Context: an optimization exercise on an open-source flow, tuned for small area, a short achievable clock period and few clock cycles per item. The choices shown serve that exercise and are no tape-out recipe.
RTL that was checked went through simulation tests only; none was proved equivalent to the original.
Function not checked in runs 4 and 8: the RTL went through the layout flow alone.
Power and IR drop assume default switching activity.

## design/flow/design.v

```verilog
module CORDIC_LUT(N, value);
	input [3:0] N;
	output [29:0] value;
	wire [29:0] atan_LUT [0:15];
	assign atan_LUT[00] = 30'h12E4051D;  
	assign atan_LUT[01] = 30'h13F670B6;  
	assign atan_LUT[02] = 30'h14444750;  
	assign atan_LUT[03] = 30'h14586A18;  
	assign atan_LUT[04] = 30'h145D7E10;  
	assign atan_LUT[05] = 30'h145EC3C0;  
	assign atan_LUT[06] = 30'h145F1540;  
	assign atan_LUT[07] = 30'h145F2980;  
	assign atan_LUT[08] = 30'h145F2E00;  
	assign atan_LUT[09] = 30'h145F3000;  
	assign atan_LUT[10] = 30'h145F3000;  
	assign atan_LUT[11] = 30'h145F3000;  
	assign atan_LUT[12] = 30'h145F3000;  
	assign atan_LUT[13] = 30'h145F2000;  
	assign atan_LUT[14] = 30'h145F4000;  
	assign atan_LUT[15] = 30'h145F0000;  
	assign value = atan_LUT[N];
endmodule
module CORDIC_sin_cos (clock, rst, strobe_in, angle, strobe_out, cos, sin);
	input clock;
	input rst;
	input strobe_in;
	input [31:0] angle;
	output strobe_out;
	output [16:0] cos;
	output [16:0] sin;
	reg signed [15:0] X, Y;
	reg [29:0] W;                
	reg NEG;                     
	reg [3:0] C;                 
	reg busy, done, prev_strobe_in;
	wire start = strobe_in & ~prev_strobe_in;
	wire signed [15:0] X1 = (angle[31] ^ angle[30]) ? -16'sd19429 : 16'sd19429;
	wire signed [15:0] Y1 = angle[31] ? -16'sd19429 : 16'sd19429;
	wire [29:0] Z1 = {~angle[29], angle[28:0]};
	wire pos = ~NEG;
	wire [29:0] Bn;
	CORDIC_LUT lut(C, Bn);
	wire [29:0] T;
	ZADD30 za(W, Bn ^ {30{pos}}, pos, T);
	wire signed [15:0] Xs = (X >>> 1) >>> C;
	wire signed [15:0] Ys = (Y >>> 1) >>> C;
	wire [15:0] Xn, Yn;
	ADD16 ax(X, Ys ^ {16{pos}}, pos, Xn);
	ADD16 ay(Y, Xs ^ {16{NEG}}, NEG, Yn);
	always @(posedge clock) begin
		prev_strobe_in <= strobe_in;
		if (rst) begin
			prev_strobe_in <= 1'b0;
			busy <= 1'b0;
			done <= 1'b0;
		end else begin
			done <= busy & (C == 4'd15);
			if (start)
				busy <= 1'b1;
			else if (C == 4'd15)
				busy <= 1'b0;
		end
	end
	always @(posedge clock) begin
		if (start) begin
			C <= 4'd0;
			X <= X1;
			Y <= Y1;
			W <= Z1;
			NEG <= ~angle[29];
		end else begin
			C <= C + 4'd1;
			X <= Xn;
			Y <= Yn;
			W <= {T[28:0], 1'b0};
			NEG <= T[29];
		end
	end
	assign cos = {X[15], X};
	assign sin = {Y[15], Y};
	assign strobe_out = done;
endmodule
module ZADD30(input [29:0] a, b, input ci, output [29:0] s);
wire [30:0] g0 = {a & b, ci};
wire [30:0] p0 = {a ^ b, 1'b0};
wire gg0 = g0[1] | (p0[1] & g0[0]);
wire pp0 = p0[1] & p0[0];
wire gg1 = g0[3] | (p0[3] & g0[2]);
wire pp1 = p0[3] & p0[2];
wire gg2 = g0[5] | (p0[5] & g0[4]);
wire pp2 = p0[5] & p0[4];
wire gg3 = g0[7] | (p0[7] & g0[6]);
wire pp3 = p0[7] & p0[6];
wire gg4 = g0[9] | (p0[9] & g0[8]);
wire pp4 = p0[9] & p0[8];
wire gg5 = g0[11] | (p0[11] & g0[10]);
wire pp5 = p0[11] & p0[10];
wire gg6 = g0[13] | (p0[13] & g0[12]);
wire pp6 = p0[13] & p0[12];
wire gg7 = g0[15] | (p0[15] & g0[14]);
wire pp7 = p0[15] & p0[14];
wire gg8 = g0[17] | (p0[17] & g0[16]);
wire pp8 = p0[17] & p0[16];
wire gg9 = g0[19] | (p0[19] & g0[18]);
wire pp9 = p0[19] & p0[18];
wire gg10 = g0[21] | (p0[21] & g0[20]);
wire pp10 = p0[21] & p0[20];
wire gg11 = g0[23] | (p0[23] & g0[22]);
wire pp11 = p0[23] & p0[22];
wire gg12 = g0[25] | (p0[25] & g0[24]);
wire pp12 = p0[25] & p0[24];
wire gg13 = g0[27] | (p0[27] & g0[26]);
wire pp13 = p0[27] & p0[26];
wire gg14 = g0[29] | (p0[29] & g0[28]);
wire pp14 = p0[29] & p0[28];
wire gg15 = gg1 | (pp1 & gg0);
wire pp15 = pp1 & pp0;
wire gg16 = gg3 | (pp3 & gg2);
wire pp16 = pp3 & pp2;
wire gg17 = gg5 | (pp5 & gg4);
wire pp17 = pp5 & pp4;
wire gg18 = gg7 | (pp7 & gg6);
wire pp18 = pp7 & pp6;
wire gg19 = gg9 | (pp9 & gg8);
wire pp19 = pp9 & pp8;
wire gg20 = gg11 | (pp11 & gg10);
wire pp20 = pp11 & pp10;
wire gg21 = gg13 | (pp13 & gg12);
wire pp21 = pp13 & pp12;
wire gg22 = gg16 | (pp16 & gg15);
wire pp22 = pp16 & pp15;
wire gg23 = gg18 | (pp18 & gg17);
wire pp23 = pp18 & pp17;
wire gg24 = gg20 | (pp20 & gg19);
wire pp24 = pp20 & pp19;
wire gg25 = gg23 | (pp23 & gg22);
wire pp25 = pp23 & pp22;
wire gg26 = gg24 | (pp24 & gg25);
wire pp26 = pp24 & pp25;
wire gg27 = gg17 | (pp17 & gg22);
wire pp27 = pp17 & pp22;
wire gg28 = gg19 | (pp19 & gg25);
wire pp28 = pp19 & pp25;
wire gg29 = gg21 | (pp21 & gg26);
wire pp29 = pp21 & pp26;
wire gg30 = gg2 | (pp2 & gg15);
wire pp30 = pp2 & pp15;
wire gg31 = gg4 | (pp4 & gg22);
wire pp31 = pp4 & pp22;
wire gg32 = gg6 | (pp6 & gg27);
wire pp32 = pp6 & pp27;
wire gg33 = gg8 | (pp8 & gg25);
wire pp33 = pp8 & pp25;
wire gg34 = gg10 | (pp10 & gg28);
wire pp34 = pp10 & pp28;
wire gg35 = gg12 | (pp12 & gg26);
wire pp35 = pp12 & pp26;
wire gg36 = gg14 | (pp14 & gg29);
wire pp36 = pp14 & pp29;
wire gg37 = g0[2] | (p0[2] & gg0);
wire pp37 = p0[2] & pp0;
wire gg38 = g0[4] | (p0[4] & gg15);
wire pp38 = p0[4] & pp15;
wire gg39 = g0[6] | (p0[6] & gg30);
wire pp39 = p0[6] & pp30;
wire gg40 = g0[8] | (p0[8] & gg22);
wire pp40 = p0[8] & pp22;
wire gg41 = g0[10] | (p0[10] & gg31);
wire pp41 = p0[10] & pp31;
wire gg42 = g0[12] | (p0[12] & gg27);
wire pp42 = p0[12] & pp27;
wire gg43 = g0[14] | (p0[14] & gg32);
wire pp43 = p0[14] & pp32;
wire gg44 = g0[16] | (p0[16] & gg25);
wire pp44 = p0[16] & pp25;
wire gg45 = g0[18] | (p0[18] & gg33);
wire pp45 = p0[18] & pp33;
wire gg46 = g0[20] | (p0[20] & gg28);
wire pp46 = p0[20] & pp28;
wire gg47 = g0[22] | (p0[22] & gg34);
wire pp47 = p0[22] & pp34;
wire gg48 = g0[24] | (p0[24] & gg26);
wire pp48 = p0[24] & pp26;
wire gg49 = g0[26] | (p0[26] & gg35);
wire pp49 = p0[26] & pp35;
wire gg50 = g0[28] | (p0[28] & gg29);
wire pp50 = p0[28] & pp29;
wire gg51 = g0[30] | (p0[30] & gg36);
wire pp51 = p0[30] & pp36;
wire [29:0] cc = {gg36, gg50, gg29, gg49, gg35, gg48, gg26, gg47, gg34, gg46, gg28, gg45, gg33, gg44, gg25, gg43, gg32, gg42, gg27, gg41, gg31, gg40, gg22, gg39, gg30, gg38, gg15, gg37, gg0, g0[0]};
assign s = a ^ b ^ cc;
endmodule
module ADD16(input [15:0] a, b, input ci, output [15:0] s);
wire [16:0] g0 = {a & b, ci};
wire [16:0] p0 = {a ^ b, 1'b0};
wire gg0 = g0[1] | (p0[1] & g0[0]);
wire pp0 = p0[1] & p0[0];
wire gg1 = g0[3] | (p0[3] & g0[2]);
wire pp1 = p0[3] & p0[2];
wire gg2 = g0[5] | (p0[5] & g0[4]);
wire pp2 = p0[5] & p0[4];
wire gg3 = g0[7] | (p0[7] & g0[6]);
wire pp3 = p0[7] & p0[6];
wire gg4 = g0[9] | (p0[9] & g0[8]);
wire pp4 = p0[9] & p0[8];
wire gg5 = g0[11] | (p0[11] & g0[10]);
wire pp5 = p0[11] & p0[10];
wire gg6 = g0[13] | (p0[13] & g0[12]);
wire pp6 = p0[13] & p0[12];
wire gg7 = g0[15] | (p0[15] & g0[14]);
wire pp7 = p0[15] & p0[14];
wire gg8 = gg1 | (pp1 & gg0);
wire pp8 = pp1 & pp0;
wire gg9 = gg3 | (pp3 & gg2);
wire pp9 = pp3 & pp2;
wire gg10 = gg5 | (pp5 & gg4);
wire pp10 = pp5 & pp4;
wire gg11 = gg7 | (pp7 & gg6);
wire pp11 = pp7 & pp6;
wire gg12 = gg9 | (pp9 & gg8);
wire pp12 = pp9 & pp8;
wire gg13 = gg11 | (pp11 & gg10);
wire pp13 = pp11 & pp10;
wire gg14 = gg13 | (pp13 & gg12);
wire pp14 = pp13 & pp12;
wire gg15 = gg10 | (pp10 & gg12);
wire pp15 = pp10 & pp12;
wire gg16 = gg2 | (pp2 & gg8);
wire pp16 = pp2 & pp8;
wire gg17 = gg4 | (pp4 & gg12);
wire pp17 = pp4 & pp12;
wire gg18 = gg6 | (pp6 & gg15);
wire pp18 = pp6 & pp15;
wire gg19 = g0[2] | (p0[2] & gg0);
wire pp19 = p0[2] & pp0;
wire gg20 = g0[4] | (p0[4] & gg8);
wire pp20 = p0[4] & pp8;
wire gg21 = g0[6] | (p0[6] & gg16);
wire pp21 = p0[6] & pp16;
wire gg22 = g0[8] | (p0[8] & gg12);
wire pp22 = p0[8] & pp12;
wire gg23 = g0[10] | (p0[10] & gg17);
wire pp23 = p0[10] & pp17;
wire gg24 = g0[12] | (p0[12] & gg15);
wire pp24 = p0[12] & pp15;
wire gg25 = g0[14] | (p0[14] & gg18);
wire pp25 = p0[14] & pp18;
wire gg26 = g0[16] | (p0[16] & gg14);
wire pp26 = p0[16] & pp14;
wire [15:0] cc = {gg14, gg25, gg18, gg24, gg15, gg23, gg17, gg22, gg12, gg21, gg16, gg20, gg8, gg19, gg0, g0[0]};
assign s = a ^ b ^ cc;
endmodule
```

## design/flow/flow/run.sh

```bash
#!/bin/bash
# Layout flow: the standard flow (standard.sh) with two changes.
#  - ADDER_MAP_FILE is empty, so synthesis maps no full/half-adder cells and ABC
#    maps the adders to plain gates, which are faster than the library's fa/ha cells.
#  - buffer_ports puts a buf_1 on each port instead of the delay buffer it picks
#    by default.
# The synthesis is otherwise the standard one, so the registers are the same.
set -euo pipefail
export ADDER_MAP_FILE=
export BUFFER_PORTS_ARGS="-buffer_cell sky130_fd_sc_hd__buf_1"
bash standard.sh > standard.log 2>&1
```

## design/flow/standard.sh

```bash
#!/bin/bash
# synth_recipe.tcl (not shown) runs the flow's synth.tcl, then flattens the netlist and writes it again
# the make line also repeats each setting of config.mk as NAME=value (left out here)
make -C /OpenROAD-flow-scripts/flow DESIGN_CONFIG=/design/flow/config.mk WORK_HOME=/design/flow/orfs CLKGATE_MAP_FILE= SYNTH_SCRIPT=/design/flow/synth_recipe.tcl "${@:-finish}"
```

## design/flow/config.mk

```make
export PLATFORM = sky130hd
export DESIGN_NAME = CORDIC_sin_cos
export DESIGN_NICKNAME = CORDIC_sin_cos
export VERILOG_FILES = /design/flow/design.v
export SDC_FILE = /design/flow/constraint.sdc
export NUM_CORES = 4
export LEC_CHECK = 0
export ABC_AREA = 1
export CAP_MARGIN = 20
export CORE_MARGIN = 2
export CORE_UTILIZATION = 40
export CTS_BUF_LIST = sky130_fd_sc_hd__clkbuf_8
export SETUP_SLACK_MARGIN = 3.4
export SLEW_MARGIN = 20
export TNS_END_PERCENT = 20
```

## design/flow/constraint.sdc

```tcl
create_clock -name core_clock -period 6.5 [get_ports {clock}]
set_input_delay 1.3000 -clock core_clock [delete_from_list [all_inputs] [get_ports {clock}]]
set_output_delay 1.3000 -clock core_clock [all_outputs]
set_load 0.01 [all_outputs]
```

==> results of run 1 <==
-- worst min path at each step --
stage	slack, ps	cells after the start	startpoint	to
2_1_floorplan	430	2	busy	done
3_3_place_gp	440	2	busy	done
3_5_place_dp	440	2	busy	done
4_1_cts	450	2	busy	done
5_1_grt	480	2	busy	done
6_report	450	2	busy	done
-- worst register-to-register path, cell delays in order (launching register included) --
cell and delay, ps:
dfxtp_4 390, buf_12 160, inv_12 120, nand2_1 100
nand2_2 120, nand2_1 140, nand2_2 120, nand2_1 80
nand2_1 100, inv_1 40, nor2_1 150, nand2_1 80
nor2_1 80, nand2_1 70, nand2_2 90, nand3_1 110
nand3_2 130, nand2_1 90, nand2_2 80, nand2_1 70
nand2_1 100, nand2_1 70, nand2_1 60, nand2_1 50
nand3_1 50, nand2_1 50
-- cell usage after synthesis (2+ instances only) --
library cell	number	area, sq um
clkinv_1	2	7.51
inv_4	2	12.5
xnor3_1	2	45.0
and2_1	2	12.5
a31oi_1	5	31.3
a21oi_1	24	120
nand3b_1	5	37.5
buf_1	3	11.3
nor2_1	95	357
nor3_1	5	25.0
a21o_1	4	30.0
o21ai_1	12	60.1
nand4_1	7	43.8
buf_6	5	56.3
a22oi_1	2	15.0
xnor2_1	11	96.3
inv_1	108	405
clkbuf_1	12	45.0
o21ai_2	2	17.5
nor2_2	5	31.3
or2_2	17	106
o21ai_0	52	260
buf_2	16	80.1
dfxtp_1	70	1400
a21boi_0	5	37.5
xor2_1	27	236
buf_4	7	52.6
nand3_1	181	906
inv_2	8	30.0
nand2_1	507	1900
o211ai_1	2	15.0
nand2_2	11	68.8
-- final cells by class --
cell class,count,area [sq um],share of cell area [%]
timing repair buffer,85,459,6.17
multi-input combinational,994,4620,62.1
clock inverter,7,61.3,0.824
clock buffer,9,124,1.66
inverter,120,485,6.52
sequential,70,1420,19.0
tap,220,275,3.70
-- routing by layer --
metal,vias up,wire length (um),GRT usage (%)
met4,0,383,7.29
met5,-,0,0
li1,4001,-,-
met1,3296,9830,31.5
met3,28,987,3.10
met2,184,8390,34.8
-- where the power goes --
| part | leakage, nW | switching (mW) | internal [mW] |
|---|---|---|---|
| Clock | 0.0892 | 0.215 | 0.147 |
| Combinational | 3.40 | 2.26 | 1.32 |
| Sequential | 0.591 | 0.242 | 0.660 |
-- metrics by stage --
| stage | instance area [sq um] | std cells | setup WS [ps] | hold slack (ps) | util [%] |
|---|---|---|---|---|---|
| after global routing | 7440 | 1505 | 3370 | 476 | 45.4 |
| after detailed placement | 6990 | 1479 | 2910 | 440 | 42.6 |
| after floorplan | 6640 | 1227 | 4190 | 430 | - |
| after CTS | 7200 | 1495 | 3470 | 454 | 43.9 |
| final | 7440 | 1505 | 3520 | 454 | 45.4 |
| after global placement | 6990 | 1479 | 2950 | 444 | 42.6 |
-- repair_timing --
action / CTS / global route
pin swaps: 0 / 2
hold buffers: 0 / 0
setup endpoints to repair: 44 / 26
gates cloned: 0 / 2
resized for setup: 10 / 41
setup buffers: 0 / 8
-- registers in the layout, summed over array words and instances, names as in the netlist --
name and cells:
W 30, X 16, Y 16, C 4, NEG 1, busy 1
done 1, prev_strobe_in 1
-- cell usage in the layout (no fill, tap or decap), types with 3 or more instances in the layout --
master,netlist,final
clkbuf_8,0,9
nand3_1,181,177
nand2_2,11,14
nand2_1,507,503
nor3_1,5,5
xnor2_1,11,11
inv_1,108,108
nor2_2,5,3
o21ai_0,52,51
a31oi_1,5,5
dfxtp_4,0,3
or2_2,17,17
buf_12,0,3
inv_6,0,7
nor2_1,95,93
buf_1,3,69
nand3_2,1,5
dfxtp_1,70,65
a21o_1,4,4
o21ai_1,12,12
buf_4,7,10
a21oi_1,24,22
xor2_1,27,27
nand3b_1,5,5
a21boi_0,5,5
inv_2,8,7
nor2_4,0,4
nand4_1,7,7
-- cell families after synthesis --
| kind of cell | count (synthesis) | synth area share (%) |
|---|---|---|
| and+or+nand+nor | 841 | 53.2 |
| DFF | 70 | 21.1 |
| buffers and inverters | 163 | 10.5 |
| xor gates and xnor gates | 41 | 5.93 |
| AOI/OAI and AO/OA | 112 | 9.27 |
==> reports/summary.txt, run 1 <==
Worst R2R End - NEG
First-pass GRT wire length - 32.0 mm
Status - no timing/DRC/antenna violations
Rows - 47
CP startpoint kind - primary input
Worst r2r path cells - 25
Clk root buf - clkbuf_8
Pleak - 4.08 nW
Syn_area_per_cell - 5.41 sq um
Aggregate global routing overflow - 0
CP arrival - 3230 ps
CTS buffer count - 9
Pwr dens - 652 nW/um^2
Via count - 7509
Starting Density - 40.5%
Total Routing Usage GR - 22.3%
Largest net degree at the start of global routing - 55
Synthesized flop and latch total - 70
Chip Height - 133 um
Slowest CP cell - inv_2
FILL cells - 1857
Routability Congestion - 0.883
Final wirelength - 19.6 mm
Delay-heaviest family, CP - buffers and inverters
Slew @ Worst Pin - 628 ps
Clk_skew - 13.8 ps
Syn Inst Count - 1227
Area growth syn-to-layout - 12.0%
Fin nets - 1315
DR pass1 iterations - 5
Die Area - 17700 sq um
Critical path's largest stage delay - 540 ps
RSZ-0062 raised after global routing - yes
Worst path required time - 6750 ps
Final slew viol count - 0
Synth Flop Type - dfxtp_1
CTS tree - done
Initial antenna violation count - 0
Synth cell types - 43
Post-DP HPWL - 14.5 mm
Core box area - 16400 sq um
CP Cell Sequence - buf_1, inv_1, nor2_4, buf_4, inv_2, buf_4, nor2_1, inv_1, o21ai_0
Buf/Inv on CP - 6
Crit Path Class - primary input to register
Sequential fraction of the synthesis area - 21.1%
Vias in the first global route - 6808
Worst vdd ir - 0.000206 V
Initial DRC count - 480
Clock H-tree levels - 3
Tmin final - 2980 ps
Levels on crit path - 9
Period utilization - 45.8%
Setup TNS - 0 ps
Post-DRT Antenna Nets - 0
Slew headroom - 58.1%
Total power - 4.85 mW
Number of synthesized flops with an enable pin - 0
Fraction of registers with async set or reset after synthesis - 0%
Clock sink total - 70
Critical path peak fanout - 49
DRC - 0
Hold Fails Final Rpt - 0
Worst-case register-to-register setup slack - 3680 ps
Chip width - 133 um
I/O Pins - 70
Critical Path End Type - register
Crit path from - strobe_in
IO Port Bufs - 69
Peak Freq - 336 MHz
Worst flop-to-flop path startpoint - C[0]
# setup viols final - 0
Clock latency (worst-skew pair) - 380 ps
Layout cell share with drive strength beyond 1 - 7.70%
Vias/cell - 4.99
Ant diodes - 0
CTS clock-pin slew for the worst setup and hold paths - 90 ps
WL per Instance - 13.0 um
Netlist Area Pre-Place - 6640 sq um
Mapped Nets - 1262
Clk buf depth - 2
Synth warn - 2
Hold Crit Class - register to register
Crit path capture - X[12]
Max-cap check violation count - 0
Testbench counts, summed over its fixed seeds: cycles 34,824, items 2,048.
==> run 2, diff against run 1 <==
--- a/design/flow/config.mk
+++ b/design/flow/config.mk
@@ -11,5 +11,5 @@
 export CORE_UTILIZATION = 40
 export CTS_BUF_LIST = sky130_fd_sc_hd__clkbuf_8
-export SETUP_SLACK_MARGIN = 3.4
+export GPL_TIMING_DRIVEN = 0
+export SETUP_SLACK_MARGIN = 3.5
 export SLEW_MARGIN = 20
-export TNS_END_PERCENT = 20
==> run 2 against run 1 <==
  * Setup slack gained 220 ps
  * Total power grew 2.1%
  * Worst hold slack gained 21 ps
  * Final cell count grew 2.0%
  * Wire length grew 14%
  * Sequential share of layout area shrank 0.49 points
  * Sequential power shrank 1%
  * Clock skew shrank 1.7 ps
  * Clock-buffer cell count grew 1
  * Synthesized cell count is the same
  * Largest cell class unchanged
  * Largest power group unchanged
==> reports/summary.txt, run 2 <==
Final wirelength - 22.3 mm
Period utilization - 42.4%
Sequential fraction of the synthesis area - 21.1%
Pleak - 4.15 nW
Fraction of power consumed by the clock network - 7.3%
Aggregate global routing overflow - 0
Status - no timing/DRC/antenna violations
Fin nets - 1345
Crit Path Class - register to register
Ant diodes - 0
Die Area - 17700 sq um
Rows - 47
Netlist Area Pre-Place - 6640 sq um
First-pass GRT wire length - 34.9 mm
Yosys top cell by area - nand2_1
Starting Density - 40.5%
WL per Instance - 14.5 um
Highest-count cells in the layout ignoring fill and taps - 489 x nand2_1, 171 x nand3_1, 108 x inv_1, 88 x nor2_1, 71 x buf_1
I/O Pins - 70
Crit path capture - Y[14]
Worst-case register-to-register setup slack - 3750 ps
Slowest CP cell - dfxtp_1
Chip width - 133 um
Area of placed instances - 7180 sq um
RSZ-0062 raised after global routing - no
Slew headroom - 40.0%
Clk root buf - clkbuf_8
CTS buffer count - 9
Largest net degree at the start of global routing - 14
Clk buf depth - 2
Synth warn - 2
Max-cap check violation count - 0
Final instance area - 7580 sq um
Tmin final - 2750 ps
Via count - 7642
Chip Height - 133 um
Cell with the most instances after synthesis - nand2_1
IO Port Bufs - 69
Worst R2R End - Y[14]
Area growth syn-to-layout - 14.2%
DR pass1 iterations - 5
Commonest cells post-synth - 507 x nand2_1, 181 x nand3_1, 108 x inv_1
Area of the multi-input gates - 4710 sq um
Critical path's most frequent cell - nand2_1
Hold_buf cts - 0
Mapped Nets - 1262
Critical Path End Type - register
Clock sink total - 70
Number of synthesized flops with an enable pin - 0
Worst vdd ir - 0.000289 V
Routability Congestion - 0.930
Crit path from - NEG
CP arrival - 3000 ps
Post-DRT Antenna Nets - 0
Worst r2r path cells - 18
Initial DRC count - 528
Pint - 2.16 mW
Layout cell share with drive strength beyond 1 - 10.5%
Sequential share of power - 18.0%
Vias/cell - 4.98
Regs by FF count - W (30), X (16), Y (16)
Final slew viol count - 0
Fraction of registers with async set or reset after synthesis - 0%
Pwr dens - 653 nW/um^2
Seq. cell area - 1410 sq um
CTS clock-pin slew for the worst setup and hold paths - 90 ps
Most flops, register - W
Synthesized flop and latch total - 70
Syn Inst Count - 1227
Clock latency (worst-skew pair) - 390 ps
Peak Freq - 363 MHz
Synth cell types - 43
Top cell type's share of synthesized area - 28.6%
FILL cells - 1836
DRC - 0
Slew @ Worst Pin - 899 ps
CP Cell Sequence - buf_4, clkinv_1, buf_2, buf_4, buf_6, nand2_1, nand2_1, or2_2, nand2_1, o21ai_0, nor2_1, nand2_1, nand2_1, nand2_1, nand2_1, nand3_1, nand3_1, nand2_1
Hold Crit Class - register to register
Critical path's largest stage delay - 320 ps
Core box area - 16400 sq um
Largest register FFs - 30
Worst path required time - 6750 ps
Initial antenna violation count - 0
Logic pwr share - 74.7%
Synth Flop Type - dfxtp_1
# setup viols final - 0
Worst flop-to-flop path startpoint - NEG
Setup TNS - 0 ps
Vias in the first global route - 6833
CP startpoint kind - register
Sw Pwr - 2.79 mW
Synth area leaders - nand2_1 29%, dfxtp_1 21%, nand3_1 14%
Clock H-tree levels - 3
Critical path peak fanout - 10
Commonest non-fill, non-tap cell in the layout - nand2_1
CTS tree - done
Post-DP HPWL - 17.0 mm
WHS Path Cells - 2
Clk_skew - 12.1 ps
Sw frac - 56.4%
Hold Fails Final Rpt - 0
Total Routing Usage GR - 25.1%
Syn_area_per_cell - 5.41 sq um
## run 2: cell count changes in the layout (fill, tap and decap cells not counted), moves of 4 or more
cell	change
buf_2	+12
buf_6	+6
clkbuf_1	+10
inv_6	-5
nand2_1	-14
nand2_2	+12
nand3_1	-6
nand3_2	+6
nor2_1	-5
nor2_2	+4
o21ai_0	-5
o21ai_1	+5
## run 2: routing by layer
layer,track usage (%),share of wire (%)
met5,0,0
met4,9.44,3.0
met3,3.98,6.4
met2,38.8,42
met1,35.2,48
## run 2: critical path: cells and delay by family, from the launching register on
family,cells,cell delay (ps)
AND/OR/NAND/NOR,12,1210
buffers and inverters,5,990
flip-flops,1,320
AO/OA/AOI/OAI,1,80
## run 2: worst min path at each step
stage / startpoint / slack, ps / end
after global routing: busy / 500 / done
after floorplan: busy / 430 / done
after CTS: busy / 480 / done
after detailed placement: busy / 480 / busy
final: busy / 480 / done
after global placement: busy / 470 / busy
## run 2: what timing repair did
item | 4_1_cts | 5_1_grt
endpoints found under the setup margin | 0 | 24
setup buffers | 0 | 2
resized for setup | 0 | 76
## run 2: layout make-up
type | instances | share of cell area [%]
flip-flops and latches | 70 | 18.5
clock buffers | 10 | 1.81
multi-input cells | 994 | 62.0
well taps | 220 | 3.63
repair buffers | 72 | 3.71
inverters | 120 | 6.10
plain buffers | 43 | 3.56
clock inverters | 6 | 0.610
## run 2: power by group through the flow
| stage | logic [mW] | registers (mW) | clock network [mW] |
|---|---|---|---|
| 4_1_cts | 3.58 | 0.881 | 0.365 |
| 2_1_floorplan | 2.84 | 0.852 | 0 |
| 3_3_place_gp | 3.52 | 0.891 | 0 |
| 6_report | 3.70 | 0.893 | 0.360 |
| 5_1_grt | 4.24 | 0.918 | 0.381 |
| 3_5_place_dp | 3.56 | 0.889 | 0 |
## run 2: cells by family (layout without fill, tap and decap cells)
family,count (synthesis),after routing,synth area share [%]
and+or+nand+nor,841,841,53.2
buffers and inverters,163,251,10.5
AOI/OAI and AO/OA,112,112,9.27
DFF,70,70,21.1
xor gates and xnor gates,41,41,5.93
## run 2: through the flow
stage               cells  setup WS, ps  util (%)  power [mW]  hold slack (ps)
floorplan            1227          4190         -        3.69              430
global placement     1516          3440      43.8        4.41              467
detailed placement   1516          3450      43.8        4.45              476
CTS                  1532          3570      44.9        4.83              485
global route         1535          3480      46.2        5.54              498
finish               1535          3750      46.2        4.95              475
==> run 3, diff against run 2 <==
--- a/design/flow/config.mk
+++ b/design/flow/config.mk
@@ -12,4 +12,4 @@
 export CTS_BUF_LIST = sky130_fd_sc_hd__clkbuf_8
 export GPL_TIMING_DRIVEN = 0
-export SETUP_SLACK_MARGIN = 3.5
+export SETUP_SLACK_MARGIN = 3.3
 export SLEW_MARGIN = 20
==> run 3 against run 2 <==
  * Clock-buffer cell count did not move
  * Final cell count fell by 0.20%
  * Design area fell by 2.8%
  * Non-clock buffer count fell by 3
  * Worst hold slack improved by 5.9 ps
  * First-iteration DRC count rose by 23%
  * Global-route usage did not move
  * Setup slack got worse by 88 ps
  * Total power fell by 2.1%
  * Highest routed layer unchanged
  * Wire length fell by 1.9%
  * Sequential share of layout area rose by 0.48 points
  * Clock power barely moved
==> reports/summary.txt, run 3 <==
DR pass1 iterations - 9
Syn_area_per_cell - 5.41 sq um
Synth Flop Type - dfxtp_1
CTS clock-pin slew for the worst setup and hold paths - 90 ps
Starting Density - 40.5%
WL per Instance - 14.3 um
IO Port Bufs - 69
Pwr dens - 657 nW/um^2
Die Area - 17700 sq um
Routability Congestion - 0.930
Hold Crit Class - register to register
Mapped Nets - 1262
Ant diodes - 0
Clk buf depth - 2
Aggregate global routing overflow - 0
Regs by FF count - W (30), X (16), Y (16)
Worst R2R End - Y[15]
Clk root buf - clkbuf_8
Initial antenna violation count - 0
CP arrival - 3100 ps
Fin nets - 1342
CTS buffer count - 9
Syn Inst Count - 1227
Clock sink total - 70
Netlist Area Pre-Place - 6640 sq um
Pleak - 4.09 nW
Status - no timing/DRC/antenna violations
Most flops, register - W
Critical path's most frequent cell - nand2_1
Critical path's largest stage delay - 320 ps
Tmin final - 2840 ps
Largest register FFs - 30
Rows - 47
Critical path peak fanout - 10
Non-Filler Instances - 1532
Setup TNS - 0 ps
FILL cells - 1854
Total Routing Usage GR - 25.1%
Post-DP HPWL - 17.0 mm
Clock latency (worst-skew pair) - 380 ps
Final instance area - 7370 sq um
Max-cap check violation count - 0
Slew headroom - 39.5%
Area of the multi-input gates - 4550 sq um
Chip width - 133 um
Synth warn - 2
Slew @ Worst Pin - 908 ps
Synth cell types - 43
Final slew viol count - 0
Cell with the most instances after synthesis - nand2_1
Worst vdd ir - 0.000284 V
Synth area leaders - nand2_1 29%, dfxtp_1 21%, nand3_1 14%
Number of synthesized flops with an enable pin - 0
Via count - 7672
Worst-case register-to-register setup slack - 3660 ps
WHS Path Cells - 2
DRC - 0
Vias in the first global route - 6833
Commonest cells post-synth - 507 x nand2_1, 181 x nand3_1, 108 x inv_1
Largest net degree at the start of global routing - 14
Worst flop-to-flop path startpoint - C[0]
RSZ-0062 raised after global routing - yes
Total power - 4.85 mW
Critical Path End Type - register
CP startpoint kind - register
Slowest CP cell - dfxtp_1
Worst path required time - 6760 ps
Area of placed instances - 7180 sq um
Seq. cell area - 1400 sq um
Crit Path Class - register to register
Core box area - 16400 sq um
Vias/cell - 5.01
Peak Freq - 352 MHz
Layout cell share with drive strength beyond 1 - 7.09%
Final wirelength - 21.9 mm
Crit path from - C[0]
Clk_skew - 10.6 ps
Worst r2r path cells - 26
Hold Fails Final Rpt - 0
Final core area utilization - 44.9%
Period utilization - 43.7%
Hold_buf cts - 0
Crit path capture - Y[15]
Highest-count cells in the layout ignoring fill and taps - 507 x nand2_1, 181 x nand3_1, 108 x inv_1, 95 x nor2_1, 71 x buf_1
Synthesized flop and latch total - 70
Post-CTS Setup Bufs - 0
Top cell type's share of synthesized area - 28.6%
Yosys top cell by area - nand2_1
Chip Height - 133 um
Post-DRT Antenna Nets - 0
Fraction of registers with async set or reset after synthesis - 0%
CTS tree - done
Clock H-tree levels - 3
Area growth syn-to-layout - 11.0%
Commonest non-fill, non-tap cell in the layout - nand2_1
Initial DRC count - 648
Placed Instances - 1516
# setup viols final - 0
Sequential fraction of the synthesis area - 21.1%
I/O Pins - 70
First-pass GRT wire length - 34.9 mm
==> run 3: cells by family after synthesis <==
group                  Yosys count  share of synthesized area [%]
buffers and inverters          163                           10.5
AO/OA/AOI/OAI                  112                           9.27
flip-flops                      70                           21.1
AND/OR/NAND/NOR                841                           53.2
XOR/XNOR                        41                           5.93
==> run 3: worst min-delay path by stage <==
stage,end,startpoint,slack [ps]
after floorplan,done,busy,430
after CTS,done,busy,480
after global routing,done,busy,500
after detailed placement,busy,busy,480
final,done,busy,480
after global placement,busy,busy,470
==> run 3: cell type report <==
cell class              count  share of cell area (%)
repair buffers             69                    3.51
well taps                 220                    3.73
multi-input cells         994                    61.7
clock inverters             6                   0.628
flip-flops and latches     70                    19.0
inverters                 120                    6.21
clock buffers              10                    1.87
plain buffers              43                    3.39
==> run 3: layer usage <==
layer	routed length, um	global-route usage [%]	up-vias
met5	0	0	-
met4	616	9.44	0
met3	1620	3.98	41
met2	9140	38.8	246
met1	10500	35.2	3331
li1	-	-	4054
==> run 3: stage by stage <==
| stage | setup slack, ps | hold slack (ps) |
|---|---|---|
| 6_report | 3660 | 481 |
| 5_1_grt | 3280 | 497 |
| 4_1_cts | 3570 | 485 |
| 3_5_place_dp | 3450 | 476 |
| 2_1_floorplan | 4190 | 430 |
| 3_3_place_gp | 3440 | 467 |
==> run 3: worst max-delay path, delay by kind of cell (launching register included) <==
kind                   cells  cell delay, ps
DFF                        1             320
buffers and inverters      3             430
and+or+nand+nor           23            1970
==> run 3: what timing repair did <==
action / CTS / global route
gates resized for setup: 0 / 6
endpoints found under the setup margin: 0 / 6
endpoints found under the hold margin: 0 / 0
==> run 3: report_power, final <==
part | leakage [nW] | switching [mW] | internal (mW) | total (mW)
sequential | 0.589 | 0.227 | 0.659 | 0.885
clock | 0.0889 | 0.206 | 0.151 | 0.357
combinational | 3.41 | 2.30 | 1.31 | 3.60
total | 4.09 | 2.73 | 2.12 | 4.85
==> run 4, diff against run 3 <==
--- a/design/flow/design.v
+++ b/design/flow/design.v
@@ -63,5 +63,5 @@
 	end
 	always @(posedge clock) begin
-		if (start) begin
+		if (!busy) begin
 			C <= 4'd0;
 			X <= X1;
--- a/design/flow/config.mk
+++ b/design/flow/config.mk
@@ -12,4 +12,4 @@
 export CTS_BUF_LIST = sky130_fd_sc_hd__clkbuf_8
 export GPL_TIMING_DRIVEN = 0
-export SETUP_SLACK_MARGIN = 3.3
+export SETUP_SLACK_MARGIN = 3.4
 export SLEW_MARGIN = 20
==> run 4 against run 3 <==
  * Register-to-register slack worse by 50 ps
  * Sequential power is 15% lower
  * Highest routed layer unchanged
  * Flip-flop and latch count stayed put
  * Utilization is 1.1 points higher
  * Critical endpoint is now X[14]
  * Die area hardly changed
==> reports/summary.txt, run 4 <==
Status - no timing/DRC/antenna violations
Synth Flop Type - dfxtp_1
Peak Freq - 346 MHz
Initial antenna violation count - 0
Mapped Nets - 1257
Critical path peak fanout - 10
Setup TNS - 0 ps
Fraction of power consumed by the clock network - 10.7%
Clock sink total - 70
Logic pwr share - 69.2%
Clk root buf - clkbuf_8
Chip width - 133 um
# setup viols final - 0
Post-DRT Antenna Nets - 0
Vias/cell - 5.03
Max-cap check violation count - 0
Sequential share of power - 20.1%
Synth cell types - 36
CTS clock-pin slew for the worst setup and hold paths - 100 ps
Syn_area_per_cell - 5.44 sq um
Crit path from - NEG
Placed Instances - 1511
Commonest cells post-synth - 502 x nand2_1, 189 x nand3_1, 117 x inv_1
Worst r2r path cells - 16
Highest-count cells in the layout ignoring fill and taps - 494 x nand2_1, 185 x nand3_1, 117 x inv_1, 81 x nor2_1, 71 x buf_1
Post-DP HPWL - 17.0 mm
Dpl ws - 3530 ps
Number of synthesized flops with an enable pin - 0
Worst-case register-to-register setup slack - 3610 ps
Sw Pwr - 2.02 mW
Total Routing Usage GR - 25.1%
Clock H-tree levels - 3
CTS tree - done
Synth area leaders - nand2_1 28%, dfxtp_1 21%, nand3_1 14%
Area of placed instances - 7180 sq um
Sequential fraction of the synthesis area - 21.1%
Worst vdd ir - 0.000218 V
Core box area - 16400 sq um
Post-route setup slack - 3610 ps
Netlist Area Pre-Place - 6640 sq um
Worst R2R End - X[14]
Clock latency (worst-skew pair) - 400 ps
Synth warn - 2
Slew @ Worst Pin - 862 ps
Slew headroom - 42.6%
Cell with the most instances after synthesis - nand2_1
Non-Filler Instances - 1529
Fin nets - 1339
Tmin final - 2890 ps
Fraction of registers with async set or reset after synthesis - 0%
CTS buffer count - 9
Hold_buf cts - 0
Sw frac - 53.9%
Area growth syn-to-layout - 13.6%
Clk buf depth - 2
Critical Path End Type - register
Final instance area - 7550 sq um
Pint - 1.73 mW
Pleak - 4.18 nW
Vias in the first global route - 6816
Top cell type's share of synthesized area - 28.4%
RSZ-0062 raised after global routing - yes
Regs by FF count - W (30), X (16), Y (16)
Synthesized flop and latch total - 70
Crit path capture - X[14]
Ant diodes - 0
Period utilization - 44.5%
Aggregate global routing overflow - 0
WL per Instance - 14.4 um
Yosys top cell by area - nand2_1
Syn Inst Count - 1222
Hold_ws - 462 ps
I/O Pins - 70
Via count - 7694
Commonest non-fill, non-tap cell in the layout - nand2_1
Routability Congestion - 0.979
Chip Height - 133 um
DR pass1 iterations - 5
Layout cell share with drive strength beyond 1 - 8.48%
IO Port Bufs - 69
Pwr dens - 497 nW/um^2
Clk_skew - 16.3 ps
Rows - 47
Largest net degree at the start of global routing - 15
Hold Crit Class - register to register
Initial DRC count - 590
Final slew viol count - 0
Final wirelength - 21.9 mm
Largest register FFs - 30
CP arrival - 3180 ps
Most flops, register - W
Worst path required time - 6790 ps
Starting Density - 40.5%
Crit Path Class - register to register
Hold Fails Final Rpt - 0
DRC - 0
Die Area - 17700 sq um
Worst flop-to-flop path startpoint - NEG
CP startpoint kind - register
First-pass GRT wire length - 34.8 mm
==> run 4: layout make-up <==
class                   count  area, sq um
repair buffers             71          274
plain buffers              45          280
flip-flops and latches     70         1410
well taps                 220          275
clock inverters             7         78.8
clock buffers               9          124
multi-input cells         979         4630
fillers                  1866         8860
inverters                 128          483
==> run 4: routing by layer <==
metal  track usage [%]  wire length, um
met3              3.52             1330
met5                 0                0
met1              35.1            10700
met2              38.8             9370
met4              9.98              581
==> run 4: logic make-up after synthesis <==
kind of cell	after synthesis	synth area share, %
AND/OR/NAND/NOR	821	51.6
XOR/XNOR	59	8.40
buffers and inverters	173	10.7
AO/OA/AOI/OAI	99	8.21
flip-flops	70	21.1
==> run 4: repair_timing <==
| action | in CTS | in global routing |
|---|---|---|
| buffers inserted | 0 | 2 |
| setup endpoints to repair | 0 | 23 |
| gates resized for setup | 0 | 52 |
==> run 4: power groups by stage <==
stage          clock (mW)  combinational [mW]  sequential (mW)
2_1_floorplan           0                1.98            0.741
5_1_grt             0.419                2.98            0.777
3_5_place_dp            0                2.51            0.757
4_1_cts             0.403                2.52            0.749
3_3_place_gp            0                2.48            0.759
6_report            0.400                2.59            0.753
==> run 4: worst min path at each step <==
stage | from | endpoint | slack [ps] | depth (start not counted)
after floorplan | prev_strobe_in | busy | 430 | 3
after global placement | prev_strobe_in | busy | 450 | 3
after detailed placement | prev_strobe_in | busy | 450 | 3
after CTS | prev_strobe_in | busy | 470 | 3
after global routing | prev_strobe_in | busy | 500 | 3
final | prev_strobe_in | busy | 460 | 3
==> run 4: critical path, stage by stage, from the launching register on <==
cell	delay [ps]
dfxtp_1	430
clkbuf_4	290
buf_2	270
buf_2	350
buf_2	330
xor2_1	270
nor2_1	90
inv_1	70
nand2_1	70
nor2_1	100
nand2_1	50
nand2_1	90
nand2_1	100
nand3_1	80
nand2_1	50
nand2_1	50
nand2_1	60
==> run 4: stage by stage <==
step           util [%]  power, mW
2_1_floorplan         -       2.72
3_3_place_gp       43.7       3.24
3_5_place_dp       43.7       3.26
4_1_cts            45.0       3.68
5_1_grt            46.0       4.18
6_report           46.0       3.75
==> run 5, diff against run 4 <==
--- a/design/flow/design.v
+++ b/design/flow/design.v
@@ -63,5 +63,5 @@
 	end
 	always @(posedge clock) begin
-		if (!busy) begin
+		if (start) begin
 			C <= 4'd0;
 			X <= X1;
--- a/design/flow/config.mk
+++ b/design/flow/config.mk
@@ -12,4 +12,5 @@
 export CTS_BUF_LIST = sky130_fd_sc_hd__clkbuf_8
 export GPL_TIMING_DRIVEN = 0
+export PLACE_DENSITY = 0.75
 export SETUP_SLACK_MARGIN = 3.4
 export SLEW_MARGIN = 20
==> run 5 against run 4 <==
  * Register-to-register slack improved by 60 ps
  * First-iteration DRC count rose by 2.9%
  * Critical endpoint is now W[29]
  * Design area fell by 2.0%
  * Critical path type unchanged
==> reports/summary.txt, run 5 <==
Yosys top cell by area - nand2_1
Critical path's most frequent cell - nand2_1
IO Port Bufs - 69
DRC - 0
Critical Path End Type - register
Fraction of registers with async set or reset after synthesis - 0%
Synthesized flop and latch total - 70
Syn Inst Count - 1227
Routability Congestion - 0.960
Clk root buf - clkbuf_8
CTS tree - done
First-pass GRT wire length - 34.3 mm
Netlist Area Pre-Place - 6640 sq um
Synth Flop Type - dfxtp_1
CTS clock-pin slew for the worst setup and hold paths - 100 ps
Status - no timing/DRC/antenna violations
Clk buf depth - 2
Clock H-tree levels - 3
Vias/cell - 5.06
Synth warn - 2
Syn_area_per_cell - 5.41 sq um
Mapped Nets - 1262
Crit Path Class - register to register
FILL cells - 1801
Largest register FFs - 30
Aggregate global routing overflow - 0
Clk_skew - 12.8 ps
Top cell type's share of synthesized area - 28.6%
Peak Freq - 353 MHz
CTS buffer count - 9
I/O Pins - 70
Slew @ Worst Pin - 882 ps
DR pass1 iterations - 7
Worst-case register-to-register setup slack - 3660 ps
Number of synthesized flops with an enable pin - 0
Period utilization - 43.6%
Logic pwr share - 74.2%
WL per Instance - 14.0 um
Clock sink total - 70
Initial antenna violation count - 0
Chip Height - 133 um
Total Routing Usage GR - 24.5%
Slew headroom - 41.2%
# setup viols final - 0
Buf/Inv on CP - 2
Pint - 2.11 mW
Fin nets - 1342
RSZ-0062 raised after global routing - no
Largest net degree at the start of global routing - 16
Vias in the first global route - 6934
Most flops, register - W
Pleak - 4.09 nW
Sw frac - 56.3%
Delay-heaviest family, CP - simple AND/OR/NAND/NOR gates
Critical path's largest stage delay - 350 ps
Max-cap check violation count - 0
Total power - 4.84 mW
Layout cell share with drive strength beyond 1 - 7.39%
Final wirelength - 21.5 mm
Cell with the most instances after synthesis - nand2_1
Post-DRT Antenna Nets - 0
Commonest cells post-synth - 507 x nand2_1, 181 x nand3_1, 108 x inv_1
Ant diodes - 0
CP arrival - 3140 ps
Post-CTS Setup Bufs - 0
Worst path required time - 6810 ps
Worst vdd ir - 0.000195 V
Post-DP HPWL - 16.6 mm
Critical path peak fanout - 10
Initial DRC count - 607
Die Area - 17700 sq um
Slowest CP cell - o21ai_0
Regs by FF count - W (30), X (16), Y (16)
Rows - 47
CP Cell Sequence - buf_6, nor2_2, nand2_1, o21ai_0, inv_1, nand4_1, nand2_1, nand2_1, nand2_2, nand3_1, nand3_2, nand2_1, nand2_2, nand2_1, nand2_1, nand2_2, nand2_1, nand2_1, nand2_1, nand2_1, nand2_1
Fraction of power consumed by the clock network - 7.6%
Sequential share of power - 18.2%
Sw Pwr - 2.73 mW
Synth cell types - 43
Tmin final - 2840 ps
Hold Fails Final Rpt - 0
Starting Density - 40.5%
Pwr dens - 655 nW/um^2
Setup TNS - 0 ps
Clock latency (worst-skew pair) - 400 ps
Via count - 7758
Commonest non-fill, non-tap cell in the layout - nand2_1
Sequential fraction of the synthesis area - 21.1%
Synth area leaders - nand2_1 29%, dfxtp_1 21%, nand3_1 14%
Area growth syn-to-layout - 11.3%
Hold Crit Class - register to register
Core box area - 16400 sq um
CP startpoint kind - register
Chip width - 133 um
Final slew viol count - 0
Highest-count cells in the layout ignoring fill and taps - 507 x nand2_1, 179 x nand3_1, 108 x inv_1, 95 x nor2_1, 71 x buf_1
==> run 5: metrics by stage <==
stage,instances,utilization [%],cell area [sq um],hold slack (ps),setup WS (ps)
2_1_floorplan,1227,-,6640,430,4190
3_3_place_gp,1516,43.8,7180,467,3500
3_5_place_dp,1516,43.8,7180,476,3520
4_1_cts,1532,44.9,7360,489,3600
5_1_grt,1532,45.1,7390,529,3410
6_report,1532,45.1,7390,491,3660
==> run 5: routing by layer <==
| layer | share of wire, % | up-vias | wire [um] | track usage (%) |
|---|---|---|---|---|
| met4 | 3.2 | 0 | 697 | 11.7 |
| li1 | - | 4053 | - | - |
| met3 | 7.4 | 44 | 1600 | 3.33 |
| met2 | 44 | 264 | 9410 | 38.7 |
| met1 | 45 | 3397 | 9760 | 33.1 |
| met5 | 0 | - | 0 | 0 |
==> run 5: power groups by stage <==
stage          logic [mW]  clock network [mW]  registers (mW)
5_1_grt              4.14               0.386           0.907
3_5_place_dp         3.54                   0           0.884
2_1_floorplan        2.84                   0           0.852
6_report             3.59               0.366           0.881
3_3_place_gp         3.46                   0           0.885
4_1_cts              3.56               0.370           0.875
==> run 5: final cells by class <==
cell class | instances | area (sq um) | share of cell area [%]
Tap cell | 220 | 275 | 3.72
Timing Repair Buffer | 69 | 259 | 3.50
Inverter | 120 | 460 | 6.23
Clock inverter | 7 | 61.3 | 0.829
Clock buffer | 9 | 124 | 1.68
Sequential cell | 70 | 1400 | 19.0
Multi-Input combinational cell | 994 | 4560 | 61.6
Buffer | 43 | 253 | 3.42
==> run 5: path summary, 6_finish.rpt <==
path	startpoint	end	cells past startpoint
max	C[0]	W[29]	21
min reg2reg	busy	busy	2
max reg2reg	C[0]	W[29]	21
min	busy	busy	2
==> run 5: cells by family (layout without fill, tap and decap cells) <==
group | count (synthesis) | count (layout) | share of synthesized area, %
simple gates | 841 | 841 | 53.2
flops | 70 | 70 | 21.1
xor+xnor | 41 | 41 | 5.93
buf+inv | 163 | 248 | 10.5
compound gates | 112 | 112 | 9.27
==> run 5: worst reg2reg max path: stages (launching register included) <==
cell and delay, ps:
dfxtp_1 330, buf_6 150, nor2_2 250, nand2_1 200, o21ai_0 350, inv_1 130, nand4_1 110, nand2_1 110
nand2_1 100, nand2_2 80, nand3_1 110, nand3_2 140, nand2_1 130, nand2_2 70, nand2_1 90, nand2_1 80
nand2_2 90, nand2_1 50, nand2_1 50, nand2_1 50, nand2_1 50, nand2_1 40
==> run 5: what timing repair did <==
| action | CTS | global route |
|---|---|---|
| hold buffers | 0 | 0 |
| setup endpoints to repair | 0 | 13 |
| gates resized for setup | 0 | 12 |
Testbench counts of run 5, summed over its fixed seeds: cycles 34,824, items 2,048.
==> run 6, diff against run 5 <==
--- a/design/flow/config.mk
+++ b/design/flow/config.mk
@@ -12,5 +12,4 @@
 export CTS_BUF_LIST = sky130_fd_sc_hd__clkbuf_8
 export GPL_TIMING_DRIVEN = 0
-export PLACE_DENSITY = 0.75
 export SETUP_SLACK_MARGIN = 3.4
 export SLEW_MARGIN = 20
==> run 6 against run 5 <==
  * Still clean
  * Synthesized cell count did not move
  * Setup slack better by 68 ps
  * Utilization increased by 0.29 points
  * First-iteration DRC count is 11% lower
  * Worst hold slack lost 10 ps
  * Non-clock buffer count unchanged
  * Area after synthesis did not move
  * Sequential share of layout area decreased by 0.12 points
  * Sequential power grew 0.7%
  * Clock skew decreased by 4.2 ps
  * Critical endpoint is now NEG
  * Largest cell class unchanged
==> reports/summary.txt, run 6 <==
Status - no timing/DRC/antenna violations
Slew headroom - 39.2%
Ant diodes - 0
Critical path's largest stage delay - 320 ps
Synth cell types - 43
Slew @ Worst Pin - 913 ps
CTS buffer count - 9
Final wirelength - 22.0 mm
Pwr dens - 654 nW/um^2
CTS clock-pin slew for the worst setup and hold paths - 90 ps
Hold_buf cts - 0
Clock H-tree levels - 3
Number of synthesized flops with an enable pin - 0
Pleak - 4.11 nW
# setup viols final - 0
Startpoint of the worst hold path - busy
Netlist Area Pre-Place - 6640 sq um
Clk buf depth - 2
Worst vdd ir - 0.000284 V
Synth area leaders - nand2_1 29%, dfxtp_1 21%, nand3_1 14%
Hold Fails Final Rpt - 0
Chip Height - 133 um
DR pass1 iterations - 8
Die Area - 17700 sq um
GR peak layer - met2
Slowest CP cell - dfxtp_1
Highest-count cells in the layout ignoring fill and taps - 503 x nand2_1, 177 x nand3_1, 108 x inv_1, 91 x nor2_1, 71 x buf_1
Peak Freq - 361 MHz
Largest register FFs - 30
Worst path required time - 6770 ps
Initial DRC count - 541
Period utilization - 42.6%
Seq. cell area - 1400 sq um
DRC - 0
Clk_skew - 8.63 ps
Crit path from - C[1]
Commonest cells post-synth - 507 x nand2_1, 181 x nand3_1, 108 x inv_1
Max-cap check violation count - 0
Clock latency (worst-skew pair) - 380 ps
Yosys top cell by area - nand2_1
Layout cell share with drive strength beyond 1 - 8.23%
Commonest non-fill, non-tap cell in the layout - nand2_1
Starting Density - 40.5%
Total Routing Usage GR - 25.1%
Post-DRT Antenna Nets - 0
Post-DP HPWL - 17.0 mm
Top cell type's share of synthesized area - 28.6%
Initial antenna violation count - 0
Synthesized flop and latch total - 70
Worst flop-to-flop path startpoint - C[1]
Setup TNS - 0 ps
Tmin final - 2770 ps
Total power - 4.87 mW
Post-route setup slack - 3730 ps
Core box area - 16400 sq um
Chip width - 133 um
Hold Crit Class - register to register
IO Port Bufs - 69
Synth warn - 2
Most flops, register - W
Routing usage on met1 - 35.2%
Vias in the first global route - 6833
Vias/cell - 4.97
CTS tree - done
Syn_area_per_cell - 5.41 sq um
Critical path peak fanout - 8
Fin nets - 1342
Fraction of registers with async set or reset after synthesis - 0%
Dpl ws - 3450 ps
Regs by FF count - W (30), X (16), Y (16)
Sequential fraction of the synthesis area - 21.1%
Area of the multi-input gates - 4610 sq um
First-pass GRT wire length - 34.9 mm
Cell with the most instances after synthesis - nand2_1
Crit Path Class - register to register
Post-CTS Setup Bufs - 0
CP startpoint kind - register
Rows - 47
Via count - 7612
Syn Inst Count - 1227
Met3 Use GR - 3.98%
Mapped Nets - 1262
Critical path's most frequent cell - nand2_1
Critical Path End Type - register
Met2 Track Usage GR - 38.8%
Clock sink total - 70
WL per Instance - 14.4 um
Clk root buf - clkbuf_8
FILL cells - 1847
RSZ-0062 raised after global routing - no
Area growth syn-to-layout - 12.0%
CP arrival - 3040 ps
Routability Congestion - 0.930
Final slew viol count - 0
Aggregate global routing overflow - 0
Synth Flop Type - dfxtp_1
Largest net degree at the start of global routing - 14
I/O Pins - 70
-- run 6: cell counts after synthesis --
No cell type changed its count.
-- run 6: path summary, 6_finish.rpt --
check	to	slack, ps	cells past startpoint
max	NEG	3730	25
min	done	480	2
max reg2reg	NEG	3730	25
min reg2reg	done	480	2
-- run 6: critical path, delay by kind of cell (launching register included) --
family | cells | cell delay (ps)
simple gates | 21 | 1930
flops | 1 | 320
buf+inv | 4 | 420
-- run 6: timing repair --
action,in CTS,in global routing
endpoints found under the hold margin,0,0
resized for setup,0,29
setup endpoints to repair,0,17
-- run 6: cells by family (layout without fill, tap and decap cells) --
logic type      Yosys count  in the layout  synth area share [%]
xor+xnor                 41             41                  5.93
flops                    70             70                  21.1
buf+inv                 163            248                  10.5
compound gates          112            112                  9.27
simple gates            841            841                  53.2
-- run 6: metal layers --
| metal | part of all wire [%] | wire length [um] |
|---|---|---|
| met1 | 48 | 10600 |
| met2 | 42 | 9280 |
| met3 | 7.2 | 1590 |
| met4 | 2.6 | 579 |
| met5 | 0 | 0 |
-- run 6: area by class of cell --
type / instances / share of cell area [%]
well taps: 220 / 3.70
plain buffers: 43 / 3.40
multi-input cells: 994 / 61.9
clock buffers: 10 / 1.85
inverters: 120 / 6.19
flip-flops and latches: 70 / 18.9
clock inverters: 6 / 0.622
repair buffers: 69 / 3.48
-- run 6: report_power, final --
group,internal [mW],switching [mW],leakage [nW]
clock,0.151,0.204,0.0889
sequential,0.659,0.228,0.590
combinational,1.32,2.31,3.43
total,2.13,2.74,4.11
-- run 6: per-stage QoR --
stage	std cells	util (%)	instance area, sq um	hold WS, ps
3_3_place_gp	1516	43.8	7180	467
4_1_cts	1532	44.9	7360	485
5_1_grt	1532	45.4	7440	498
2_1_floorplan	1227	-	6640	430
3_5_place_dp	1516	43.8	7180	476
6_report	1532	45.4	7440	480
==> run 7, diff against run 6 <==
--- a/design/flow/config.mk
+++ b/design/flow/config.mk
@@ -12,4 +12,5 @@
 export CTS_BUF_LIST = sky130_fd_sc_hd__clkbuf_8
 export GPL_TIMING_DRIVEN = 0
+export PLACE_DENSITY = 0.45
 export SETUP_SLACK_MARGIN = 3.4
 export SLEW_MARGIN = 20
==> run 7 against run 6 <==
  * Still clean
  * Final cell count increased by 0.33%
  * Register-to-register slack worse by 20 ps
  * Design area is 0.40% higher
  * Flip-flop and latch count unchanged
  * Clock-buffer cell count did not move
  * Worst hold slack worse by 12 ps
  * Die area is the same
  * Setup slack worse by 23 ps
  * Fmax shrank 0.83%
  * Combinational power grew 1%
  * Area after synthesis unchanged
  * Critical path type unchanged
  * Critical endpoint is now W[29]
  * Largest power group unchanged
==> reports/summary.txt, run 7 <==
Final wirelength - 23.0 mm
RSZ-0062 raised after global routing - yes
Cell with the most instances after synthesis - nand2_1
Synth Flop Type - dfxtp_1
CP Cell Sequence - buf_6, inv_4, nand2_2, a21oi_1, xor2_1, nand2b_1, a21boi_0, o21ai_1, inv_1, nor2_1, nor2_1, nand2_2, nand2_1, nand2_1, nand2_2, nand2_1, nand2_1, nand2_1, nand2_1, nand2_1
Aggregate global routing overflow - 0
Pleak - 4.12 nW
Netlist Area Pre-Place - 6640 sq um
Critical path's most frequent cell - nand2_1
Core box area - 16400 sq um
Worst path required time - 6790 ps
Peak Freq - 358 MHz
Post-DRT Antenna Nets - 0
Top cell type's share of synthesized area - 28.6%
Clk root buf - clkbuf_8
Fraction of registers with async set or reset after synthesis - 0%
Vias in the first global route - 6754
Mapped Nets - 1262
Period utilization - 42.9%
Area growth syn-to-layout - 12.4%
Critical path's largest stage delay - 340 ps
CP startpoint kind - register
Synth warn - 2
CTS clock-pin slew for the worst setup and hold paths - 90 ps
Commonest non-fill, non-tap cell in the layout - nand2_1
Initial antenna violation count - 0
Synth cell types - 43
Synthesized flop and latch total - 70
Slew @ Worst Pin - 944 ps
Initial DRC count - 570
Layout cell share with drive strength beyond 1 - 8.50%
Synth area leaders - nand2_1 29%, dfxtp_1 21%, nand3_1 14%
Sw Pwr - 2.78 mW
Non-Filler Instances - 1537
Final slew viol count - 0
CTS buffer count - 9
Routability Congestion - 0.908
Hold Crit Class - register to register
Max-cap check violation count - 0
Commonest cells post-synth - 507 x nand2_1, 181 x nand3_1, 108 x inv_1
# setup viols final - 0
First-pass GRT wire length - 35.7 mm
Clk buf depth - 2
DR pass1 iterations - 5
Critical path peak fanout - 8
Hold_ws - 468 ps
Tmin final - 2790 ps
Sw frac - 56.3%
Syn Inst Count - 1227
Starting Density - 40.5%
Pint - 2.15 mW
Final core area utilization - 45.5%
Hold_buf cts - 0
Logic pwr share - 74.7%
Number of synthesized flops with an enable pin - 0
CP arrival - 3080 ps
Sequential fraction of the synthesis area - 21.1%
Crit Path Class - register to register
Clock latency (worst-skew pair) - 390 ps
Pwr dens - 660 nW/um^2
Chip width - 133 um
Critical Path End Type - register
Die Area - 17700 sq um
Clock H-tree levels - 3
Worst vdd ir - 0.000299 V
Sequential share of power - 18.1%
Placed Instances - 1516
Largest register FFs - 30
Hold Fails Final Rpt - 0
Total Routing Usage GR - 26.0%
WL per Instance - 15.0 um
Post-DP HPWL - 17.9 mm
I/O Pins - 70
CTS tree - done
Yosys top cell by area - nand2_1
Rows - 47
Largest net degree at the start of global routing - 14
Slowest CP cell - a21boi_0
Most flops, register - W
IO Port Bufs - 69
Clk_skew - 13.4 ps
Highest-count cells in the layout ignoring fill and taps - 502 x nand2_1, 178 x nand3_1, 108 x inv_1, 93 x nor2_1, 71 x buf_1
Via count - 7595
Slew headroom - 37.1%
Fraction of power consumed by the clock network - 7.2%
Ant diodes - 0
Chip Height - 133 um
Vias/cell - 4.94
Dpl ws - 3410 ps
Status - no timing/DRC/antenna violations
Fin nets - 1347
Post-route setup slack - 3710 ps
DRC - 0
Syn_area_per_cell - 5.41 sq um
Clock sink total - 70
Regs by FF count - W (30), X (16), Y (16)
Setup TNS - 0 ps
## run 7: cell counts after synthesis
No cell type changed its count.
## run 7: cell type report
type | instances | area (sq um)
sequential | 70 | 1410
tap | 220 | 275
clock inverter | 6 | 45.0
timing repair buffer | 74 | 294
buffer | 43 | 259
clock buffer | 10 | 138
multi-input combinational | 994 | 4600
inverter | 120 | 458
fill | 1859 | 8940
## run 7: routing by layer
layer | up-vias | routed length (um) | track usage, %
li1 | 4060 | - | -
met1 | 3307 | 11800 | 38.9
met2 | 202 | 9600 | 38.9
met3 | 26 | 1230 | 3.49
met4 | 0 | 346 | 6.51
met5 | - | 0 | 0
## run 7: path summary, 6_finish.rpt
path | slack (ps) | from | depth (start not counted) | end
max reg2reg | 3710 | C[1] | 20 | W[29]
max | 3710 | C[1] | 20 | W[29]
min | 470 | busy | 2 | done
min reg2reg | 470 | busy | 2 | done
## run 7: per-stage QoR
| step | instance area, sq um | power [mW] |
|---|---|---|
| 6_report | 7470 | 4.93 |
| 5_1_grt | 7470 | 5.56 |
| 4_1_cts | 7360 | 4.87 |
| 3_5_place_dp | 7180 | 4.49 |
| 3_3_place_gp | 7180 | 4.48 |
| 2_1_floorplan | 6640 | 3.69 |
## run 7: logic make-up after synthesis
kind of cell | count (synthesis) | synth area share, %
simple gates | 841 | 53.2
buf+inv | 163 | 10.5
compound gates | 112 | 9.27
flops | 70 | 21.1
xor+xnor | 41 | 5.93
## run 7: worst max-delay path: cells and delay by family (launching register included)
family,cells,cell delay [ps]
AND/OR/NAND/NOR,13,1050
AO/OA/AOI/OAI,3,680
buffers and inverters,3,380
flip-flops,1,310
XOR/XNOR,1,260
## run 7: power groups by stage
stage / Sequential (mW) / Clock, mW / Combinational (mW)
after floorplan: 0.852 / 0 / 2.84
after global placement: 0.897 / 0 / 3.58
after detailed placement: 0.897 / 0 / 3.60
after CTS: 0.888 / 0.362 / 3.62
after global routing: 0.916 / 0.379 / 4.26
final: 0.893 / 0.355 / 3.68
## run 7: timing repair
item                                    4_1_cts  5_1_grt
gates cloned                                  0        1
endpoints found under the setup margin        2       14
gates resized for setup                       1       27
buffers inserted                              0        4
pin swaps                                     0        3
==> run 8, diff against run 7 <==
--- a/design/flow/design.v
+++ b/design/flow/design.v
@@ -33,4 +33,5 @@
 	reg NEG;                     
 	reg [3:0] C;                 
+	reg [3:0] CX;                
 	reg busy, done, prev_strobe_in;
 	wire start = strobe_in & ~prev_strobe_in;
@@ -43,5 +44,5 @@
 	wire [29:0] T;
 	ZADD30 za(W, Bn ^ {30{pos}}, pos, T);
-	wire signed [15:0] Xs = (X >>> 1) >>> C;
+	wire signed [15:0] Xs = (X >>> 1) >>> (~CX);
 	wire signed [15:0] Ys = (Y >>> 1) >>> C;
 	wire [15:0] Xn, Yn;
@@ -65,4 +66,5 @@
 		if (start) begin
 			C <= 4'd0;
+			CX <= 4'd15;
 			X <= X1;
 			Y <= Y1;
@@ -71,4 +73,5 @@
 		end else begin
 			C <= C + 4'd1;
+			CX <= CX - 4'd1;
 			X <= Xn;
 			Y <= Yn;
--- a/design/flow/config.mk
+++ b/design/flow/config.mk
@@ -10,7 +10,4 @@
 export CORE_MARGIN = 2
 export CORE_UTILIZATION = 40
-export CTS_BUF_LIST = sky130_fd_sc_hd__clkbuf_8
-export GPL_TIMING_DRIVEN = 0
-export PLACE_DENSITY = 0.45
-export SETUP_SLACK_MARGIN = 3.4
+export SETUP_SLACK_MARGIN = 3.5
 export SLEW_MARGIN = 20
==> run 8 against run 7 <==
  * Clock power is 47% higher
  * Setup slack better by 23 ps
  * Critical endpoint is now Y[15]
  * Die area is 5.3% higher
  * Largest power group unchanged
  * Final cell count is 2.1% higher
  * Fmax is 0.83% higher
  * Synthesized cell count is 3.9% higher
  * Design area is 7.3% higher
  * Still clean
  * Area after synthesis is 5.4% higher
  * Register-to-register slack better by 20 ps
==> reports/summary.txt, run 8 <==
Worst r2r path cells - 22
Critical path's most frequent cell - nand2_1
Non-Filler Instances - 1569
Startpoint of the worst hold path - busy
CP Cell Sequence - clkinvlp_4, buf_2, buf_4, nand2_1, nand3_1, nand3_1, nand2_1, or2_1, nand2_1, inv_1, nand2_1, nand2_2, nand2_1, nand2_1, nand2_1, nand2_1, nand2_1, nand2_1, nand2_1, nand3_1, nand3_1, nand2_1
Clock H-tree levels - 3
Number of synthesized flops with an enable pin - 0
Regs by FF count - W (30), X (16), Y (16)
First-pass GRT wire length - 33.6 mm
Largest net degree at the start of global routing - 61
Via count - 8004
Highest-count cells in the layout ignoring fill and taps - 494 x nand2_1, 199 x nand3_1, 119 x inv_1, 85 x nor2_1, 69 x buf_1
Hold_buf cts - 0
Critical path's largest stage delay - 400 ps
Fin nets - 1374
Pleak - 4.33 nW
Synth warn - 2
Slew @ Worst Pin - 527 ps
Placed Instances - 1523
Max-cap check violation count - 0
CTS buffer count - 9
Yosys top cell by area - nand2_1
Synth area leaders - nand2_1 27%, dfxtp_1 21%, nand3_1 15%
DRC - 0
Initial antenna violation count - 0
Area growth syn-to-layout - 14.4%
Slew headroom - 64.9%
WHS Path Cells - 2
I/O Pins - 70
# setup viols final - 0
Ant diodes - 0
Vias/cell - 5.10
Layout cell share with drive strength beyond 1 - 10.1%
Clock latency (worst-skew pair) - 350 ps
Routability Congestion - 0.911
Sequential fraction of the synthesis area - 21.2%
Worst flop-to-flop path startpoint - CX[1]
Post-DRT Antenna Nets - 0
Hold Crit Class - register to register
Worst path required time - 6730 ps
Largest register FFs - 30
WL per Instance - 13.7 um
Rows - 48
Syn_area_per_cell - 5.49 sq um
Critical Path End Type - register
Synth Flop Type - dfxtp_1
Peak Freq - 361 MHz
Clk root buf - clkbuf_16
Aggregate global routing overflow - 0
Pwr dens - 648 nW/um^2
Clk_skew - 10.6 ps
Hold Crit Endpoint - done
Starting Density - 40.6%
Chip width - 136 um
Final slew viol count - 0
Post-DP HPWL - 15.5 mm
Cell with the most instances after synthesis - nand2_1
Synth cell types - 45
Slowest CP cell - dfxtp_4
RSZ-0062 raised after global routing - yes
Die Area - 18600 sq um
Worst R2R End - Y[15]
Vias in the first global route - 6822
Dpl ws - 3220 ps
Chip Height - 136 um
Commonest non-fill, non-tap cell in the layout - nand2_1
Mapped Nets - 1310
Commonest cells post-synth - 498 x nand2_1, 206 x nand3_1, 122 x inv_1
CP startpoint kind - register
Fraction of registers with async set or reset after synthesis - 0%
Netlist Area Pre-Place - 7000 sq um
Setup TNS - 0 ps
Most flops, register - W
Critical path peak fanout - 8
Period utilization - 42.6%
Status - no timing/DRC/antenna violations
Hold Fails Final Rpt - 0
Worst-case register-to-register setup slack - 3730 ps
Initial DRC count - 537
Post-route setup slack - 3730 ps
CTS tree - done
Synthesized flop and latch total - 74
Clock sink total - 74
Syn Inst Count - 1275
IO Port Bufs - 69
Final wirelength - 21.4 mm
DR pass1 iterations - 5
Clk buf depth - 2
Total power - 5.20 mW
Total Routing Usage GR - 22.8%
Tmin final - 2770 ps
Crit path from - CX[1]
Crit Path Class - register to register
Core box area - 17200 sq um
CTS clock-pin slew for the worst setup and hold paths - 70 ps
Delay-heaviest family, CP - simple AND/OR/NAND/NOR gates
Buf/Inv on CP - 4
CP arrival - 3000 ps
Top cell type's share of synthesized area - 26.7%
Worst vdd ir - 0.000245 V
-- run 8: timing repair --
item	4_1_cts	5_1_grt
endpoints found under the hold margin	0	0
buffers inserted	0	30
pin swaps	0	1
gates resized for setup	9	44
setup endpoints to repair	30	35
gates cloned	0	0
-- run 8: through the flow --
step                hold slack, ps  util, %  instance area, sq um
finish                         461     46.5                  8020
global route                   493     46.5                  8020
CTS                            465     44.2                  7610
detailed placement             452     42.3                  7300
global placement               452     42.3                  7300
floorplan                      430        -                  7000
-- run 8: area by class of cell --
| cell class | instances | area (sq um) |
|---|---|---|
| clock buffers | 12 | 246 |
| clock inverters | 4 | 51.3 |
| fillers | 1962 | 9220 |
| inverters | 131 | 520 |
| multi-input cells | 1020 | 4830 |
| flip-flops and latches | 74 | 1520 |
| well taps | 225 | 282 |
| repair buffers | 103 | 573 |
-- run 8: worst register-to-register path: stages (launching register included) --
cell and delay [ps]:
dfxtp_4 400, clkinvlp_4 170, buf_2 210, buf_4 150
nand2_1 50, nand3_1 70, nand3_1 80, nand2_1 80
or2_1 230, nand2_1 120, inv_1 60, nand2_1 70
nand2_2 80, nand2_1 90, nand2_1 90, nand2_1 100
nand2_1 70, nand2_1 70, nand2_1 80, nand2_1 140
nand3_1 100, nand3_1 100, nand2_1 60
-- run 8: per-layer routing --
| layer | part of all wire [%] | vias up | wire length (um) | track usage [%] |
|---|---|---|---|---|
| li1 | - | 4182 | - | - |
| met1 | 47 | 3600 | 10200 | 30.8 |
| met2 | 46 | 188 | 9850 | 37.4 |
| met3 | 4.2 | 34 | 901 | 2.91 |
| met4 | 2.4 | 0 | 515 | 7.93 |
| met5 | 0 | - | 0 | 0 |
-- run 8: how the worst max path moves through the flow --
stage,endpoint,slack [ps],depth (start not counted)
5_1_grt,Y[15],3400,24
2_1_floorplan,NEG,4020,6
3_5_place_dp,W[25],3220,21
3_3_place_gp,X[14],3290,21
4_1_cts,W[25],3570,21
6_report,Y[15],3730,22
-- run 8: kinds of logic (layout without fill, tap and decap cells) --
logic type	Yosys count	after routing	share of synthesized area, %
and+or+nand+nor	855	855	52.1
buffers and inverters	181	250	11.1
AOI/OAI and AO/OA	119	119	9.36
DFF	74	74	21.2
xor gates and xnor gates	46	46	6.27
-- run 8: report_power, final --
part	internal (mW)	switching (mW)	leakage (nW)	total, mW
logic	1.33	2.40	3.56	3.73
registers	0.691	0.259	0.625	0.950
clock network	0.309	0.213	0.143	0.521
total	2.33	2.87	4.33	5.20

Re-timed with assumed drivers on the ports (clkbuf_16 on the clock, buf_2 on other inputs), run 8 has 3.732 ns of setup slack against 3.732 ns with ideal ports, and 3.621 ns once port delays also move by the mid clock arrival of 0.386 ns.
